What follows belongs to an exercise in optimizing a design on an open flow for small area; a production flow would make more cautious choices.
Only simulation tests tie the RTL to the original design; equivalence was not proved.
Power figures rest on the tool's default switching activity, not on a simulated workload.

job 9362:
// spi_denetleyici
module spi_denetleyici (
   input clk_i,
   input rst_i,
   input  [ 7:0] wb_adr_i,
   input  [31:0] wb_dat_i,
   input         wb_we_i,
   input         wb_stb_i,
   input  [ 3:0] wb_sel_i,
   input         wb_cyc_i,
   output        wb_ack_o,
   output [31:0] wb_dat_o,
   input  [3:0] qspi_data_i,
   output [3:0] qspi_data_o,
   output [3:0] qspi_data_oe,
   output spi_cs_o,
   output spi_sck_o
);
   localparam [1:0] S_IDLE = 2'd0, S_INST = 2'd1, S_DUMMY = 2'd2, S_DATA = 2'd3;
   reg [31:0] rf0, rf1, rf2, rf3, rf4, rf5, rf6, rf7, rf8, rf9;
   reg [1:0]  state;
   reg [3:0]  word_ctr;
   reg [10:0] bit_ctr;
   reg [31:0] t_buffer;
   reg [31:0] r_buffer;
   reg        ack;
   reg        inst_flag;
   reg        clock_en;
   reg [5:0]  prescale_ctr;
   wire [7:0] instruction_value = rf0[7:0];
   wire [1:0] data_mod = rf0[9:8];
   wire write_flash = rf0[10];
   wire [4:0] dummy_cycles = rf0[15:11];
   wire [8:0] data_size = rf0[24:16];
   wire [5:0] prescale = rf0[30:25];
   wire x4 = data_mod == 2'b11;
   wire x2 = data_mod == 2'b10;
   wire x1 = ~x4 & ~x2;
   wire idle = state == S_IDLE;
   wire st_inst = state == S_INST;
   wire st_dummy = state == S_DUMMY;
  ...
For scale: ~1100 cells after synthesis, roughly 410 flip-flops, roughly 96 I/O pins.
==> flow/config.mk <==
export PLATFORM = sky130hd
export DESIGN_NAME = spi_denetleyici
export DESIGN_NICKNAME = spi_denetleyici
export VERILOG_FILES = /design/flow/design.v
export SDC_FILE = /design/flow/constraint.sdc
export NUM_CORES = 4
export LEC_CHECK = 0
export CAP_MARGIN = 5
export CORE_MARGIN = 2
export CORE_UTILIZATION = 40
export CTS_BUF_LIST = sky130_fd_sc_hd__clkbuf_8
export CTS_CLUSTER_DIAMETER = 60
export CTS_CLUSTER_SIZE = 16
export SLEW_MARGIN = 5
export SYNTH_HIERARCHICAL = 1
==> flow/constraint.sdc <==
create_clock -name core_clock -period 8.0 [get_ports {clk_i}]
set_input_delay 1.6000 -clock core_clock [delete_from_list [all_inputs] [get_ports {clk_i}]]
set_output_delay 1.6000 -clock core_clock [all_outputs]
set_load 0.01 [all_outputs]
standard.sh (not shown) runs the stock make flow with config.mk's settings and CLKGATE_MAP_FILE= SYNTH_SCRIPT=/design/flow/synth_recipe.tcl, a recipe that flattens the netlist after the stock synthesis.
==> flow/flow/run.sh <==
#!/bin/bash
set -e
export BUFFER_PORTS_ARGS="-buffer_cell sky130_fd_sc_hd__buf_1"
export CTS_ARGS="-sink_clustering_enable -repair_clock_nets -dont_use_dummy_load -buf_list sky130_fd_sc_hd__clkbuf_8 -sink_clustering_size 18 -sink_clustering_max_diameter 55"
bash standard.sh > standard.log 2>&1
Job 9362 finished end to end and its layout was clean on timing, DRC and antenna.
Relative to job 9362, the following input files were edited for job 5323:
# job 9362
export LEC_CHECK = 0
export CAP_MARGIN = 5
export CORE_MARGIN = 2
export CORE_UTILIZATION = 40
export CTS_BUF_LIST = sky130_fd_sc_hd__clkbuf_8
export CTS_CLUSTER_DIAMETER = 60
export CTS_CLUSTER_SIZE = 16
export SLEW_MARGIN = 5
export SYNTH_HIERARCHICAL = 1
create_clock -name core_clock -period 8.0 [get_ports {clk_i}]
# job 5323
export LEC_CHECK = 0
export CAP_MARGIN = 20
export CORE_MARGIN = 2
export CORE_UTILIZATION = 40
export CTS_BUF_LIST = sky130_fd_sc_hd__clkbuf_8
export CTS_CLUSTER_DIAMETER = 60
export CTS_CLUSTER_SIZE = 16
export SLEW_MARGIN = 20
export SYNTH_HIERARCHICAL = 1
create_clock -name core_clock -period 8.0 [get_ports {clk_i}]
==> flow/flow/run.sh <==
#!/bin/bash
set -e
export BUFFER_PORTS_ARGS="-buffer_cell sky130_fd_sc_hd__buf_1"
bash standard.sh > standard.log 2>&1
### Flow results
[compare] base=job 9362 new=job 5323: iteration count of the initial detailed-routing pass grew by 2; global-route usage held steady; register-to-register slack held steady.
[inputs] job 1867 vs job 5323
# job 5323
export LEC_CHECK = 0
export CAP_MARGIN = 20
export CORE_MARGIN = 2
export CORE_UTILIZATION = 40
export CTS_BUF_LIST = sky130_fd_sc_hd__clkbuf_8
export CTS_CLUSTER_DIAMETER = 60
export CTS_CLUSTER_SIZE = 16
export SLEW_MARGIN = 20
export SYNTH_HIERARCHICAL = 1
create_clock -name core_clock -period 8.0 [get_ports {clk_i}]
# job 1867
export LEC_CHECK = 0
export CAP_MARGIN = 5
export CORE_MARGIN = 2
export CORE_UTILIZATION = 40
export PLACE_DENSITY = 0.9
export SLEW_MARGIN = 5
export SYNTH_HIERARCHICAL = 1
create_clock -name core_clock -period 8.0 [get_ports {clk_i}]
==> flow/flow/run.sh <==
#!/bin/bash
set -e
export BUFFER_PORTS_ARGS="-buffer_cell sky130_fd_sc_hd__buf_1"
export CTS_ARGS="-sink_clustering_enable -repair_clock_nets -dont_use_dummy_load -buf_list sky130_fd_sc_hd__clkbuf_8 -sink_clustering_size 16 -sink_clustering_max_diameter 60"
bash standard.sh > standard.log 2>&1
- Looking at multi-input combinational area share, job 1867 sits 0.47 points higher than job 5323 does.
- Diff job 5323 -> job 1867: setup slack fell 0.41 ns, hold slack rose 0.014 ns, clock distribution area overhead in the final layout fell 1.3 points, clock buffer count fell about 17%.
Edits applied to the flow inputs when going from job 1867 to job 5772:
# job 1867
export LEC_CHECK = 0
export CAP_MARGIN = 5
export CORE_MARGIN = 2
export CORE_UTILIZATION = 40
export PLACE_DENSITY = 0.9
export SLEW_MARGIN = 5
export SYNTH_HIERARCHICAL = 1
create_clock -name core_clock -period 8.0 [get_ports {clk_i}]
# job 5772
export LEC_CHECK = 0
export CAP_MARGIN = 5
export CORE_MARGIN = 2
export CORE_UTILIZATION = 40
export GPL_TIMING_DRIVEN = 0
export PLACE_DENSITY = 0.8
export SLEW_MARGIN = 5
export SYNTH_HIERARCHICAL = 1
create_clock -name core_clock -period 8.0 [get_ports {clk_i}]
## What came out
- Looking at estimated wirelength of the detail-placed design, job 5772 sits about 17% higher than job 1867 does.
- In the final reports, the cell area of job 5772 is larger than that of job 1867.
- | clock power | lower: job 5772 |
- Having completed the whole flow, job 5772 delivered a layout that passed the timing, DRC and antenna checks.
- Status: total power parity (job 5772, job 1867)
- Compared with job 1867, job 5772 shows setup slack higher by 0.53 ns.
What job 209 does differently from job 5772 at the input level:
# job 5772
export LEC_CHECK = 0
export CAP_MARGIN = 5
export CORE_MARGIN = 2
export CORE_UTILIZATION = 40
export GPL_TIMING_DRIVEN = 0
export PLACE_DENSITY = 0.8
export SLEW_MARGIN = 5
export SYNTH_HIERARCHICAL = 1
create_clock -name core_clock -period 8.0 [get_ports {clk_i}]
# job 209
export LEC_CHECK = 0
export CAP_MARGIN = 5
export CORE_MARGIN = 2
export CORE_UTILIZATION = 40
export PLACE_DENSITY = 0.8
export SLEW_MARGIN = 5
export SYNTH_HIERARCHICAL = 1
create_clock -name core_clock -period 8.0 [get_ports {clk_i}]
==> flow/flow/run.sh <==
#!/bin/bash
set -e
export BUFFER_PORTS_ARGS="-buffer_cell sky130_fd_sc_hd__buf_1"
export CTS_ARGS="-sink_clustering_enable -repair_clock_nets -dont_use_dummy_load -buf_list sky130_fd_sc_hd__clkbuf_8 -sink_clustering_size 18 -sink_clustering_max_diameter 55"
bash standard.sh > standard.log 2>&1
[summary]
Compared with job 5772, job 209 shows a lower sum of internal, switching and leakage power. Cmp job 209 and job 5772 / final worst slack / lower: job 209. Relative to job 5772, sequential share of layout area has increased by 2.5 points in job 209.
> inputs changed (job 209 -> job 6880)
# job 209
export LEC_CHECK = 0
export CAP_MARGIN = 5
export CORE_MARGIN = 2
export CORE_UTILIZATION = 40
export PLACE_DENSITY = 0.8
export SLEW_MARGIN = 5
export SYNTH_HIERARCHICAL = 1
create_clock -name core_clock -period 8.0 [get_ports {clk_i}]
# job 6880
export LEC_CHECK = 0
export CAP_MARGIN = 20
export CORE_MARGIN = 2
export CORE_UTILIZATION = 40
export CTS_BUF_LIST = sky130_fd_sc_hd__clkbuf_16
export CTS_CLUSTER_DIAMETER = 80
export CTS_CLUSTER_SIZE = 24
export SLEW_MARGIN = 20
export SYNTH_HIERARCHICAL = 1
create_clock -name core_clock -period 8.0 [get_ports {clk_i}]
==> flow/run.sh (new file) <==
#!/bin/bash
# synth_recipe.tcl (not shown) runs the flow's synth.tcl, then flattens the netlist and writes it again
# the make line also repeats each setting of config.mk as NAME=value (left out here)
make -C /OpenROAD-flow-scripts/flow DESIGN_CONFIG=/design/flow/config.mk WORK_HOME=/design/flow/orfs CLKGATE_MAP_FILE= SYNTH_SCRIPT=/design/flow/synth_recipe.tcl finish
removed: flow/flow/run.sh
removed: flow/standard.sh
Results
Global-route usage: job 6880 vs job 209 up 1.3 points. Cell area | job 6880 vs job 209 | job 6880 larger. Compared with job 209, job 6880 supports a lower clock frequency.

========
spi_denetleyici again, from the RTL that the note above started with.
export LEC_CHECK = 0
export CAP_MARGIN = 5
export CORE_MARGIN = 2
export CORE_UTILIZATION = 40
export PLACE_DENSITY = 0.85
export SLEW_MARGIN = 5
export SYNTH_HIERARCHICAL = 1
create_clock -name core_clock -period 8.0 [get_ports {clk_i}]
==> flow/flow/run.sh <==
#!/bin/bash
set -e
export BUFFER_PORTS_ARGS="-buffer_cell sky130_fd_sc_hd__buf_1"
export CTS_ARGS="-sink_clustering_enable -repair_clock_nets -dont_use_dummy_load -buf_list sky130_fd_sc_hd__clkbuf_8 -sink_clustering_size 16 -sink_clustering_max_diameter 60"
bash standard.sh > standard.log 2>&1
==> next run, changes <==
==> flow/run.sh (new file) <==
#!/bin/bash
# synth_recipe.tcl (not shown) runs the flow's synth.tcl, then flattens the netlist and writes it again
# the make line also repeats each setting of config.mk as NAME=value (left out here)
make -C /OpenROAD-flow-scripts/flow DESIGN_CONFIG=/design/flow/config.mk WORK_HOME=/design/flow/orfs CLKGATE_MAP_FILE= SYNTH_SCRIPT=/design/flow/synth_recipe.tcl finish
CAP_MARGIN = 20   (was 5)
CTS_BUF_LIST = sky130_fd_sc_hd__clkbuf_8   (was default)
CTS_CLUSTER_DIAMETER = 60   (was default)
CTS_CLUSTER_SIZE = 16   (was default)
PLACE_DENSITY = default   (was 0.85)
SLEW_MARGIN = 20   (was 5)
removed: flow/flow/run.sh
removed: flow/standard.sh
Setup slack is worse by 0.94 ns.
Utilization rises by 2.2 points.
Area after synthesis stays the same.
==> next run, changes <==
==> flow/flow/run.sh (new file) <==
#!/bin/bash
set -e
export BUFFER_PORTS_ARGS="-buffer_cell sky130_fd_sc_hd__buf_1"
bash standard.sh > standard.log 2>&1
==> flow/standard.sh (new file) <==
#!/bin/bash
# synth_recipe.tcl (not shown) runs the flow's synth.tcl, then flattens the netlist and writes it again
# the make line also repeats each setting of config.mk as NAME=value (left out here)
make -C /OpenROAD-flow-scripts/flow DESIGN_CONFIG=/design/flow/config.mk WORK_HOME=/design/flow/orfs CLKGATE_MAP_FILE= SYNTH_SCRIPT=/design/flow/synth_recipe.tcl "${@:-finish}"
CAP_MARGIN = 5   (was 20)
SLEW_MARGIN = 5   (was 20)
removed: flow/run.sh
Effect: The changed run produced a clean layout; non-clock buffer count came out higher by 1; register-to-register slack loses 0.23 ns; global-route usage is about the same; setup slack gets better by 0.57 ns; count of clock-buffer cells in the layout goes down by 1; hold slack gets worse by 0.014 ns.
==> next run, changes <==
--- a/flow/flow/run.sh
+++ b/flow/flow/run.sh
@@ -3,0 +4 @@
+export CTS_ARGS="-sink_clustering_enable -repair_clock_nets -dont_use_dummy_load -buf_list sky130_fd_sc_hd__clkbuf_8 -sink_clustering_size 16 -sink_clustering_max_diameter 60"
CORE_UTILIZATION = 55   (was 40)
CTS_BUF_LIST = default   (was sky130_fd_sc_hd__clkbuf_8)
CTS_CLUSTER_DIAMETER = default   (was 60)
CTS_CLUSTER_SIZE = default   (was 16)
PLACE_DENSITY = 0.8   (was default)
- hold slack improved by 0.0096 ns
- area after synthesis is unchanged
- cell count came out lower by 9.6%
- non-clock buffer count is lower by 7
- wire length falls by 6.1%
- design area is lower by 2.6%
- clock-buffer cell count shrinks by 5
- total power is lower by 6.9%
- first-iteration DRC count is higher by 5.4%
- die area falls by 27%

[what the ideal ports hide]
In the flow no input, the clock included, has a driving cell. The finished layouts below were timed again as built, in two steps.
Step 1 (the two cells are an assumption about what drives the block):
set clk [get_ports {clk_i}]
set_driving_cell -lib_cell sky130_fd_sc_hd__clkbuf_16 $clk
set_driving_cell -lib_cell sky130_fd_sc_hd__buf_2 [delete_from_list [all_inputs] $clk]
Step 2, shift: input delay + t, output delay - t, t = (earliest + latest rising clock arrival at the registers) / 2. This alone moves slack from input paths to output paths.
a / b / c = ideal ports / drivers / drivers and shift; a / b = the first two.
| run | shift t [ns] | slack for setup (ns) | pins driven straight from the clock port |
|---|---|---|---|
| job 9362 | 0.689 | 2.091 / 2.068 / 2.068 | 1 |
| job 5323 | 0.627 | 2.154 / 2.130 / 2.130 | 1 |
| job 1867 | 0.635 | 1.741 / 1.721 / 1.721 | 1 |
| job 5772 | 0.655 | 2.270 / 2.245 / 2.245 | 1 |
| job 209 | 0.649 | 2.048 / 2.026 / 2.026 | 1 |
| job 6880 | 0.605 | 1.575 / 1.546 / 1.546 | 1 |
| the first run of note 2 | 0.650 | 2.527 / 2.455 / 2.455 | 1 |
| the second run of note 2 | 0.631 | 1.583 / 1.554 / 1.554 | 1 |
| the third run of note 2 | 0.627 | 2.154 / 2.130 / 2.130 | 1 |
| the fourth run of note 2 | 0.643 | 1.973 / 1.952 / 1.952 | 1 |
After both steps setup and hold are still met in every run listed. The setup slack of the first run of note 2, which loses most, moves by -0.072 ns with the drivers and by -0.072 ns with both steps.
